This design comes from an exercise in tuning for small area on the open sky130 flow, not from production work.
At most, simulation tests tie the RTL to the original design; equivalence was not proved.
Power and IR drop assume default switching activity.

==> inputs of 07-05 <==
// vga_adapter
module vga_adapter(clk, rst, video_in, hsync_in, vsync_in, video_out, hsync_out, vsync_out,
	vga_hsync, vga_vsync, vga_R, vga_G, vga_B,
	fb_waddr, fb_wdata, fb_we, fb_raddr, fb_rdata);
==> module capture_ram_interface, before the edit <==
module capture_ram_interface(clk, rst, row_index, row_data, row_ready, ram_address, ram_data, write_enable);
	input clk, rst;
	input [7:0] row_index;
	input [319:0] row_data;
	input row_ready;
	output [7:0] ram_address;
	output reg [319:0] ram_data;
	output reg write_enable;
	assign ram_address = row_index;
	wire load = row_ready & ~write_enable;
	always @(posedge clk) begin
		if(rst)
			write_enable <= 0;
		else
			write_enable <= row_ready;
	end
	always @(posedge clk) begin
		if(load)
			ram_data <= row_data;
	end
endmodule
==> module ram_vga_interface, before the edit <==
module ram_vga_interface(vga_clk, rst, vga_row, vga_col, ram_address, ram_data, vga_data);
	input vga_clk, rst;
	input [8:0] vga_row;
	input [9:0] vga_col;
	output [7:0] ram_address;
	input [319:0] ram_data;
	output reg vga_data;
	wire inc = (vga_col >= 639) | ((vga_col == 0) & vga_row[0]);
	assign ram_address = vga_row[8:1] + inc;
	wire [8:0] px = vga_col[9:1];
	reg [7:0] s0;
	reg [39:0] g;
	reg [7:0] s1;
	reg [4:0] h;
	integer i, k;
	always @(*) begin
		for(i = 0; i < 8; i = i + 1)
			s0[i] = (px[2:0] == i);
		for(i = 0; i < 40; i = i + 1) begin
			g[i] = 1'b0;
			for(k = 0; k < 8; k = k + 1)
				g[i] = g[i] | (ram_data[8*i + k] & s0[k]);
		end
		for(i = 0; i < 8; i = i + 1)
			s1[i] = (px[5:3] == i);
		for(i = 0; i < 5; i = i + 1) begin
			h[i] = 1'b0;
			for(k = 0; k < 8; k = k + 1)
				if(8*i + k < 40)
					h[i] = h[i] | (g[8*i + k] & s1[k]);
		end
	end
	always @(posedge vga_clk) begin
		case(px[8:6])
			3'd0: vga_data <= h[0];
			3'd1: vga_data <= h[1];
			3'd2: vga_data <= h[2];
			3'd3: vga_data <= h[3];
			default: vga_data <= h[4];
		endcase
	end
endmodule
==> module vga_timing, before the edit <==
module vga_timing(clk, rst, row, col, in_video, hsync, vsync);
	input clk;
	input rst;
	output [8:0] row;
	output [9:0] col;
	output in_video;
	output hsync, vsync;
	reg [9:0] CounterX;
	reg [8:0] CounterY;
	wire x_end = CounterX[9] & CounterX[8] & (&CounterX[4:0]);   
	always @(posedge clk) begin
		if(rst) begin
			CounterX <= 0;
			CounterY <= 0;
		end else if(x_end) begin
			CounterX <= 0;
			CounterY <= CounterY + 1;
		end else begin
			CounterX <= CounterX + 1;
		end
	end
	assign col = CounterX;
	assign row = CounterY;
	assign hsync = (656 <= CounterX && CounterX <= 752);
	assign vsync = (490 <= CounterY && CounterY <= 492);
	assign in_video = CounterX < 640 && CounterY < 480;
endmodule
==> module capture_interface, before the edit <==
module capture_interface(clk, rst, in_vsync, in_hsync, in_video, row_index, row_data, row_ready);
	input clk, rst;
	input in_vsync, in_hsync, in_video;
	output reg [7:0] row_index;
	output reg [319:0] row_data;
	output row_ready;
	assign row_ready = in_hsync;
	reg hsync_q;
	reg [3:0] pre_sync_pulses;	 
	reg line_start;			 
	reg [8:0] col_index;		 
	wire hsync_fall = hsync_q & ~in_hsync;
	wire pre_zero = (pre_sync_pulses == 0);
	always @(posedge clk) begin
		if(rst) begin
			hsync_q <= 0;
			row_index <= 0;
			pre_sync_pulses <= 12;
			line_start <= 0;
		end else begin
			hsync_q <= in_hsync;
			line_start <= hsync_fall & pre_zero;
			if(hsync_fall) begin
				if(!pre_zero) begin
					pre_sync_pulses <= pre_sync_pulses - 1;
					if(!in_vsync)
						row_index <= 0;
				end else begin
					row_index <= row_index + 1;
					if(!in_vsync)
						pre_sync_pulses <= 12;
				end
			end
		end
	end
	wire [8:0] idx = line_start ? 9'd0 : col_index;
	wire idx_sat = idx[8] & idx[6] & idx[0];	 
	always @(posedge clk) begin
		if(rst)
			col_index <= 0;
		else if(!idx_sat)
			col_index <= idx + 1;
		else
			col_index <= idx;
	end
	wire clr = rst | line_start;
	reg [19:0] hi;
	reg [15:0] lo;
	integer j;
	always @(*) begin
		for(j = 0; j < 20; j = j + 1)
			hi[j] = (idx[8:4] == j) & in_video & ~rst;
		for(j = 0; j < 16; j = j + 1)
			lo[j] = (idx[3:0] == j);
	end
	integer i;
	always @(posedge clk) begin
		for(i = 0; i < 320; i = i + 1)
			row_data[i] <= (row_data[i] & ~clr) | (hi[i / 16] & lo[i % 16]);
	end
endmodule
==> module vga_adapter, before the edit <==
module vga_adapter(clk, rst, video_in, hsync_in, vsync_in, video_out, hsync_out, vsync_out,
	vga_hsync, vga_vsync, vga_R, vga_G, vga_B,
	fb_waddr, fb_wdata, fb_we, fb_raddr, fb_rdata);
	input clk, rst;
	input video_in, hsync_in, vsync_in;
	output video_out, hsync_out, vsync_out;
	assign video_out = video_in;
	assign hsync_out = hsync_in;
	assign vsync_out = vsync_in;
	output vga_hsync, vga_vsync;
	output [3:0] vga_R, vga_G, vga_B;
	output [7:0] fb_waddr;
	output [319:0] fb_wdata;
	output fb_we;
	output [7:0] fb_raddr;
	input [319:0] fb_rdata;
	wire [8:0] vga_row;
	wire [9:0] vga_col;
	wire vga_in_video_area;
	wire vga_hs, vga_vs;
	vga_timing timing1(.clk(clk), .rst(rst), .row(vga_row), .col(vga_col), .in_video(vga_in_video_area), .hsync(vga_hs), .vsync(vga_vs));
	assign vga_vsync = ~vga_vs;
	assign vga_hsync = ~vga_hs;
	wire vga_video;
	wire video;
	wire border;
	assign border = (vga_row < 3) || (vga_col < 3) || (vga_row > 480-3) || (vga_col > 640-3);
	assign video = vga_in_video_area && (border || vga_video);
	reg pixel;
	always @(posedge clk) begin
		if(rst)
			pixel <= 0;
		else
			pixel <= video;
	end
	assign vga_R = {4{pixel}};
	assign vga_G = {4{pixel}};
	assign vga_B = {4{pixel}};
	ram_vga_interface ramvgaif(.vga_clk(clk), .rst(rst), .vga_row(vga_row), .vga_col(vga_col), .ram_address(fb_raddr), .ram_data(fb_rdata), .vga_data(vga_video));
	wire [7:0] capture_row_index;
	wire [319:0] capture_row_data;
	wire capture_row_ready;
	capture_interface c_if1(.clk(clk), .rst(rst), .in_vsync(vsync_in), .in_hsync(hsync_in), .in_video(video_in), .row_index(capture_row_index), .row_data(capture_row_data), .row_ready(capture_row_ready));
	capture_ram_interface c_ram_if(.clk(clk), .rst(rst), .row_index(capture_row_index), .row_data(capture_row_data), .row_ready(capture_row_ready), .ram_address(fb_waddr), .ram_data(fb_wdata), .write_enable(fb_we));
endmodule
clock: 7.5 ns
lec_check: 0
cap_margin: 30
core_margin: 2
core_utilization: 60
cts_buf_list: sky130_fd_sc_hd__clkbuf_4 sky130_fd_sc_hd__clkbuf_8
slew_margin: 50
standard.sh (not shown) runs the stock make flow with config.mk's settings and CLKGATE_MAP_FILE= SYNTH_SCRIPT=/design/flow/synth_recipe.tcl, a recipe that flattens the netlist after the stock synthesis.
==> flow/flow/run.sh <==
#!/bin/bash
# Standard ORFS layout (the standard.sh, unchanged synthesis), with the
# port buffers made from the smallest buffer cell instead of the default.
set -euo pipefail
bash standard.sh BUFFER_PORTS_ARGS="-buffer_cell sky130_fd_sc_hd__buf_1" finish > orfs_make.log 2>&1
==> inputs of 08-25, as changes to 07-05 <==
--- a/flow/design.v
+++ b/flow/design.v
@@ -103,8 +103,14 @@
 			write_enable <= row_ready;
 	end
-	always @(posedge clk) begin
-		if(load)
-			ram_data <= row_data;
-	end
+	wire [319:0] ram_next;
+	snapshot_select snap(.a(row_data), .sel_a(load), .b(ram_data), .sel_b(~load), .y(ram_next));
+	always @(posedge clk)
+		ram_data <= ram_next;
+endmodule
+module snapshot_select(a, sel_a, b, sel_b, y);
+	input [319:0] a, b;
+	input sel_a, sel_b;
+	output [319:0] y;
+	assign y = ({320{sel_a}} & a) | ({320{sel_b}} & b);
 endmodule
 module ram_vga_interface(vga_clk, rst, vga_row, vga_col, ram_address, ram_data, vga_data);
@@ -118,35 +124,45 @@
 	assign ram_address = vga_row[8:1] + inc;
 	wire [8:0] px = vga_col[9:1];
-	reg [7:0] s0;
+	reg [7:0] s0, s1;
+	reg [4:0] s2;
+	integer i;
+	always @(*) begin
+		for(i = 0; i < 8; i = i + 1) begin
+			s0[i] = (px[2:0] == i);
+			s1[i] = (px[5:3] == i);
+		end
+		for(i = 0; i < 5; i = i + 1)
+			s2[i] = (px[8:6] == i);
+	end
+	wire pix;
+	pixel_select sel(.d(ram_data), .s0(s0), .s1(s1), .s2(s2), .y(pix));
+	always @(posedge vga_clk)
+		vga_data <= pix;
+endmodule
+module pixel_select(d, s0, s1, s2, y);
+	input [319:0] d;
+	input [7:0] s0, s1;
+	input [4:0] s2;
+	output y;
 	reg [39:0] g;
-	reg [7:0] s1;
 	reg [4:0] h;
+	reg r;
 	integer i, k;
 	always @(*) begin
-		for(i = 0; i < 8; i = i + 1)
-			s0[i] = (px[2:0] == i);
 		for(i = 0; i < 40; i = i + 1) begin
 			g[i] = 1'b0;
 			for(k = 0; k < 8; k = k + 1)
-				g[i] = g[i] | (ram_data[8*i + k] & s0[k]);
-		end
-		for(i = 0; i < 8; i = i + 1)
-			s1[i] = (px[5:3] == i);
+				g[i] = g[i] | (d[8*i + k] & s0[k]);
+		end
 		for(i = 0; i < 5; i = i + 1) begin
 			h[i] = 1'b0;
 			for(k = 0; k < 8; k = k + 1)
-				if(8*i + k < 40)
-					h[i] = h[i] | (g[8*i + k] & s1[k]);
-		end
-	end
-	always @(posedge vga_clk) begin
-		case(px[8:6])
-			3'd0: vga_data <= h[0];
-			3'd1: vga_data <= h[1];
-			3'd2: vga_data <= h[2];
-			3'd3: vga_data <= h[3];
-			default: vga_data <= h[4];
-		endcase
-	end
+				h[i] = h[i] | (g[8*i + k] & s1[k]);
+		end
+		r = 1'b0;
+		for(i = 0; i < 5; i = i + 1)
+			r = r | (h[i] & s2[i]);
+	end
+	assign y = r;
 endmodule
 module vga_adapter(clk, rst, video_in, hsync_in, vsync_in, video_out, hsync_out, vsync_out,
==> flow/flow/run.sh (replaced) <==
#!/bin/bash
# Standard ORFS layout (the standard.sh, unchanged synthesis) with:
#  - port buffers made from the smallest buffer cell;
#  - clock tree from small clock buffers, larger sink clusters and no dummy loads.
set -euo pipefail
CTS="-sink_clustering_enable -repair_clock_nets -dont_use_dummy_load"
CTS="$CTS -buf_list {sky130_fd_sc_hd__clkbuf_4 sky130_fd_sc_hd__clkbuf_8}"
CTS="$CTS -sink_clustering_size 16 -sink_clustering_max_diameter 60"
bash standard.sh \
  BUFFER_PORTS_ARGS="-buffer_cell sky130_fd_sc_hd__buf_1" \
  CTS_ARGS="$CTS" \
  finish > orfs_make.log 2>&1
- CAP_MARGIN: 30 -> 10
- CORE_UTILIZATION: 60 -> 45
- CTS_BUF_LIST: sky130_fd_sc_hd__clkbuf_4 sky130_fd_sc_hd__clkbuf_8 -> default
- SLEW_MARGIN: 50 -> 10
- SYNTH_HIERARCHICAL: default -> 1
- SYNTH_MINIMUM_KEEP_SIZE: default -> 0
==> inputs of 12-18, as changes to 07-05 <==
==> flow/design.v (replaced) <==
module vga_timing(clk, rst, ram_address, ram_data, hsync_n, vsync_n, pixel);
	input clk;
	input rst;
	output [7:0] ram_address;
	input [319:0] ram_data;
	output hsync_n, vsync_n;
	output reg pixel;
	reg [9:0] CounterX;
	reg [8:0] CounterY;
	wire [9:0] X = CounterX;
	wire [8:0] Y = CounterY;
	wire x_end = X[9] & X[8] & (&X[4:0]);	 
	always @(posedge clk) begin
		if(rst) begin
			CounterX <= 0;
			CounterY <= 0;
		end else if(x_end) begin
			CounterX <= 0;
			CounterY <= CounterY + 1;
		end else begin
			CounterX <= CounterX + 1;
		end
	end
	wire hsync = X[9] & ~X[8] & X[7] & (X[6] | X[5] | X[4]) & ~(X[6] & X[5] & X[4] & (|X[3:0]));
	wire vsync = (Y[8:4] == 5'b11110) & Y[3] & (Y[2] ? ~(Y[1] | Y[0]) : Y[1]);
	wire in_video = ~(X[9] & (X[8] | X[7])) & ~(&Y[8:5]);
	assign hsync_n = ~hsync;
	assign vsync_n = ~vsync;
	wire inc = (X >= 639) | ((X == 0) & Y[0]);
	assign ram_address = Y[8:1] + inc;
	wire [8:0] px = X[9:1];
	reg [7:0] s0, s1;
	reg [4:0] s2;
	integer i;
	always @(*) begin
		for(i = 0; i < 8; i = i + 1) begin
			s0[i] = (px[2:0] == i);
			s1[i] = (px[5:3] == i);
		end
		for(i = 0; i < 5; i = i + 1)
			s2[i] = (px[8:6] == i);
	end
	wire pix;
	pixel_select sel(.d(ram_data), .s0(s0), .s1(s1), .s2(s2), .y(pix));
	reg vga_data;
	always @(posedge clk)
		vga_data <= pix;
	wire border = (Y < 3) || (X < 3) || (Y > 480-3) || (X > 640-3);
	wire video = in_video && (border || vga_data);
	always @(posedge clk) begin
		if(rst)
			pixel <= 0;
		else
			pixel <= video;
	end
endmodule
module capture_interface(clk, rst, in_vsync, in_hsync, in_video, row_index, row_data, row_ready);
	input clk, rst;
	input in_vsync, in_hsync, in_video;
	output reg [7:0] row_index;
	output reg [319:0] row_data;
	output row_ready;
	assign row_ready = in_hsync;
	reg hsync_q;
	reg [3:0] pre_sync_pulses;	 
	reg [8:0] col_index;		 
	wire hsync_fall = hsync_q & ~in_hsync;
	wire pre_zero = (pre_sync_pulses == 0);
	wire line_end = hsync_fall & pre_zero;	 
	always @(posedge clk) begin
		if(rst) begin
			hsync_q <= 0;
			row_index <= 0;
			pre_sync_pulses <= 12;
		end else begin
			hsync_q <= in_hsync;
			if(hsync_fall) begin
				if(!pre_zero) begin
					pre_sync_pulses <= pre_sync_pulses - 1;
					if(!in_vsync)
						row_index <= 0;
				end else begin
					row_index <= row_index + 1;
					if(!in_vsync)
						pre_sync_pulses <= 12;
				end
			end
		end
	end
	always @(posedge clk) begin
		if(rst | line_end)
			col_index <= 0;
		else if(!(col_index[8] & col_index[6]))
			col_index <= col_index + 1;
	end
	wire clr = rst | (col_index == 0);
	reg [19:0] hi;
	reg [15:0] lo;
	integer j;
	always @(*) begin
		for(j = 0; j < 20; j = j + 1)
			hi[j] = (col_index[8:4] == j) & in_video & ~rst;
		for(j = 0; j < 16; j = j + 1)
			lo[j] = (col_index[3:0] == j);
	end
	integer i;
	always @(posedge clk) begin
		for(i = 0; i < 320; i = i + 1)
			row_data[i] <= (row_data[i] & ~clr) | (hi[i / 16] & lo[i % 16]);
	end
endmodule
module capture_ram_interface(clk, rst, row_index, row_data, row_ready, ram_address, ram_data, write_enable);
	input clk, rst;
	input [7:0] row_index;
	input [319:0] row_data;
	input row_ready;
	output [7:0] ram_address;
	output reg [319:0] ram_data;
	output reg write_enable;
	assign ram_address = row_index;
	wire load = row_ready & ~write_enable;
	always @(posedge clk) begin
		if(rst)
			write_enable <= 0;
		else
			write_enable <= row_ready;
	end
	wire [319:0] ram_next;
	snapshot_select snap(.a(row_data), .sel_a(load), .b(ram_data), .sel_b(write_enable), .y(ram_next));
	always @(posedge clk)
		ram_data <= ram_next;
endmodule
module snapshot_select(a, sel_a, b, sel_b, y);
	input [319:0] a, b;
	input sel_a, sel_b;
	output [319:0] y;
	assign y = ({320{sel_a}} & a) | ({320{sel_b}} & b);
endmodule
module pixel_select(d, s0, s1, s2, y);
	input [319:0] d;
	input [7:0] s0, s1;
	input [4:0] s2;
	output y;
	reg [39:0] g;
	reg [4:0] h;
	reg r;
	integer i, k;
	always @(*) begin
		for(i = 0; i < 40; i = i + 1) begin
			g[i] = 1'b0;
			for(k = 0; k < 8; k = k + 1)
				g[i] = g[i] | (d[8*i + k] & s0[k]);
		end
		for(i = 0; i < 5; i = i + 1) begin
			h[i] = 1'b0;
			for(k = 0; k < 8; k = k + 1)
				h[i] = h[i] | (g[8*i + k] & s1[k]);
		end
		r = 1'b0;
		for(i = 0; i < 5; i = i + 1)
			r = r | (h[i] & s2[i]);
	end
	assign y = r;
endmodule
module vga_adapter(clk, rst, video_in, hsync_in, vsync_in, video_out, hsync_out, vsync_out,
	vga_hsync, vga_vsync, vga_R, vga_G, vga_B,
	fb_waddr, fb_wdata, fb_we, fb_raddr, fb_rdata);
	input clk, rst;
	input video_in, hsync_in, vsync_in;
	output video_out, hsync_out, vsync_out;
	assign video_out = video_in;
	assign hsync_out = hsync_in;
	assign vsync_out = vsync_in;
	output vga_hsync, vga_vsync;
	output [3:0] vga_R, vga_G, vga_B;
	output [7:0] fb_waddr;
	output [319:0] fb_wdata;
	output fb_we;
	output [7:0] fb_raddr;
	input [319:0] fb_rdata;
	wire pixel;
	vga_timing timing1(.clk(clk), .rst(rst), .ram_address(fb_raddr), .ram_data(fb_rdata),
		.hsync_n(vga_hsync), .vsync_n(vga_vsync), .pixel(pixel));
	assign vga_R = {4{pixel}};
	assign vga_G = {4{pixel}};
	assign vga_B = {4{pixel}};
	wire [7:0] capture_row_index;
	wire [319:0] capture_row_data;
	wire capture_row_ready;
	capture_interface c_if1(.clk(clk), .rst(rst), .in_vsync(vsync_in), .in_hsync(hsync_in), .in_video(video_in), .row_index(capture_row_index), .row_data(capture_row_data), .row_ready(capture_row_ready));
	capture_ram_interface c_ram_if(.clk(clk), .rst(rst), .row_index(capture_row_index), .row_data(capture_row_data), .row_ready(capture_row_ready), .ram_address(fb_waddr), .ram_data(fb_wdata), .write_enable(fb_we));
endmodule
==> flow/flow/run.sh (replaced) <==
#!/bin/bash
# Standard ORFS layout (the standard.sh, unchanged synthesis) with:
#  - port buffers made from the smallest buffer cell;
#  - clock tree from small clock buffers, larger sink clusters and no dummy loads.
set -euo pipefail
CTS="-sink_clustering_enable -repair_clock_nets -dont_use_dummy_load"
CTS="$CTS -buf_list {sky130_fd_sc_hd__clkbuf_4 sky130_fd_sc_hd__clkbuf_8}"
CTS="$CTS -sink_clustering_size 16 -sink_clustering_max_diameter 60"
bash standard.sh \
  BUFFER_PORTS_ARGS="-buffer_cell sky130_fd_sc_hd__buf_1" \
  CTS_ARGS="$CTS" \
  finish > orfs_make.log 2>&1
- CAP_MARGIN: 30 -> 0
- CORE_UTILIZATION: 60 -> 50
- CTS_BUF_LIST: sky130_fd_sc_hd__clkbuf_4 sky130_fd_sc_hd__clkbuf_8 -> default
- SLEW_MARGIN: 50 -> 0
- SYNTH_HIERARCHICAL: default -> 1
- SYNTH_MINIMUM_KEEP_SIZE: default -> 0
==> inputs of 03-13, as changes to 07-05 <==
- CORE_UTILIZATION: 60 -> 40
- CTS_BUF_LIST: sky130_fd_sc_hd__clkbuf_4 sky130_fd_sc_hd__clkbuf_8 -> default
==> results.txt <==
Count of placed standard cells including taps: 07-05 3160; 12-18 3184; 08-25 3588; 03-13 3436
Peak fanout along the critical path: 07-05 46; 12-18 8; 08-25 41; 03-13 40
FF-to-FF Start: 07-05 timing1.CounterX[3]; 12-18 c_if1.col_index[2]; 08-25 timing1.CounterX[3]; 03-13 timing1.CounterX[3]
Relative contribution of combinational cells to total power: 07-05 0.068; 12-18 0.074; 08-25 0.071; 03-13 0.065
CTS Buf Count: 07-05 98; 12-18 52; 08-25 51; 03-13 68
Die H: 07-05 207 µm; 12-18 225 µm; 08-25 238 µm; 03-13 253 µm
Maximum number of pins on one net before global-route repair: 07-05 116; 12-18 218; 08-25 233; 03-13 84
Slowest stage cell, crit path: 07-05 dfxtp_4; 12-18 dfxtp_1; 08-25 and3_2; 03-13 nor2_1
Worst-Margin Slew: 07-05 0.771 ns; 12-18 1.30 ns; 08-25 1.45 ns; 03-13 0.718 ns
Final weighted congestion in routability-driven placement: 07-05 1.13; 12-18 1.04; 08-25 0.952; 03-13 1.01
Clock network contribution to total cell area: 07-05 0.0702; 12-18 0.0262; 08-25 0.0254; 03-13 0.0755
Number of flip-flops and latches: 07-05 684; 12-18 684; 08-25 685; 03-13 684
Non-clk buf share: 07-05 0.0947; 12-18 0.103; 08-25 0.104; 03-13 0.0979
Capture point of the worst reg-to-reg path: 07-05 ramvgaif.vga_data; 12-18 c_if1.row_data[150]; 08-25 ramvgaif.vga_data; 03-13 ramvgaif.vga_data
Dominant cell by count in the synthesized netlist: 07-05 nand2_1; 12-18 dfxtp_1; 08-25 dfxtp_1; 03-13 nand2_1
Switching power of the nets: 07-05 1910 µW; 12-18 1450 µW; 08-25 1430 µW; 03-13 1790 µW
Total area of multi-input combinational cells: 07-05 7160 µm²; 12-18 9190 µm²; 08-25 9350 µm²; 03-13 7130 µm²
Status: 07-05 finished clean; 12-18 finished clean; 08-25 finished clean; 03-13 finished clean
Worst skew pair latency: 07-05 0.71 ns; 12-18 0.68 ns; 08-25 0.67 ns; 03-13 0.61 ns
Clock tree skew after final layout: 07-05 0.0499 ns; 12-18 0.114 ns; 08-25 0.0738 ns; 03-13 0.0283 ns
Clk slew on worst S/H paths: 07-05 0.07 ns; 12-18 0.10 ns; 08-25 0.10 ns; 03-13 0.07 ns
Most frequent standard cell in the layout excluding fill and tap cells: 07-05 buf_1; 12-18 dfxtp_1; 08-25 dfxtp_1; 03-13 buf_1
Clock buffer cells: 07-05 164; 12-18 52; 08-25 51; 03-13 101
Number of fill cells: 07-05 2511; 12-18 4293; 08-25 5169; 03-13 5586
Final critical-path setup slack: 07-05 2.12 ns; 12-18 2.97 ns; 08-25 2.34 ns; 03-13 2.11 ns
Number of inverters outside the clock class in the layout: 07-05 18; 12-18 16; 08-25 16; 03-13 18
The RTL of 07-05, 08-25 and 03-13 was laid out without a check of its function.

[separate check: timing with driven ports]
No port has a modelled driver above. Below, the same layouts with a new extraction and two added sets of constraints. Step 1 (the two cells are an assumption about what drives the block):
set clk [get_ports {clk}]
set_driving_cell -lib_cell sky130_fd_sc_hd__clkbuf_16 $clk
set_driving_cell -lib_cell sky130_fd_sc_hd__buf_2 [delete_from_list [all_inputs] $clk]
Step 2 times the ports against the registers' clock, not the clock port: input delays grow and output delays shrink by t, the midpoint of the rising clock arrivals with the driver on. a / b / c = ideal / step 1 / step 2; a / b = the first two.
| run | shift t [ns] | setup WS [ns] | worst setup path at the end | clock arrival spread, ns | worst register clock-pin slew, ns |
|---|---|---|---|---|---|
| 07-05 | 0.738 | 2.118 / 2.062 / 2.800 | register to output | 0.050 / 0.050 | 0.08 / 0.08 |
| 08-25 | 0.678 | 2.335 / 2.273 / 2.951 | register to output | 0.105 / 0.105 | 0.10 / 0.10 |
| 12-18 | 0.685 | 2.965 / 2.906 / 3.523 | input to register | 0.115 / 0.115 | 0.10 / 0.10 |
| 03-13 | 0.646 | 2.108 / 2.056 / 2.702 | register to output | 0.029 / 0.028 | 0.07 / 0.07 |
After both steps every run listed still meets setup and hold.
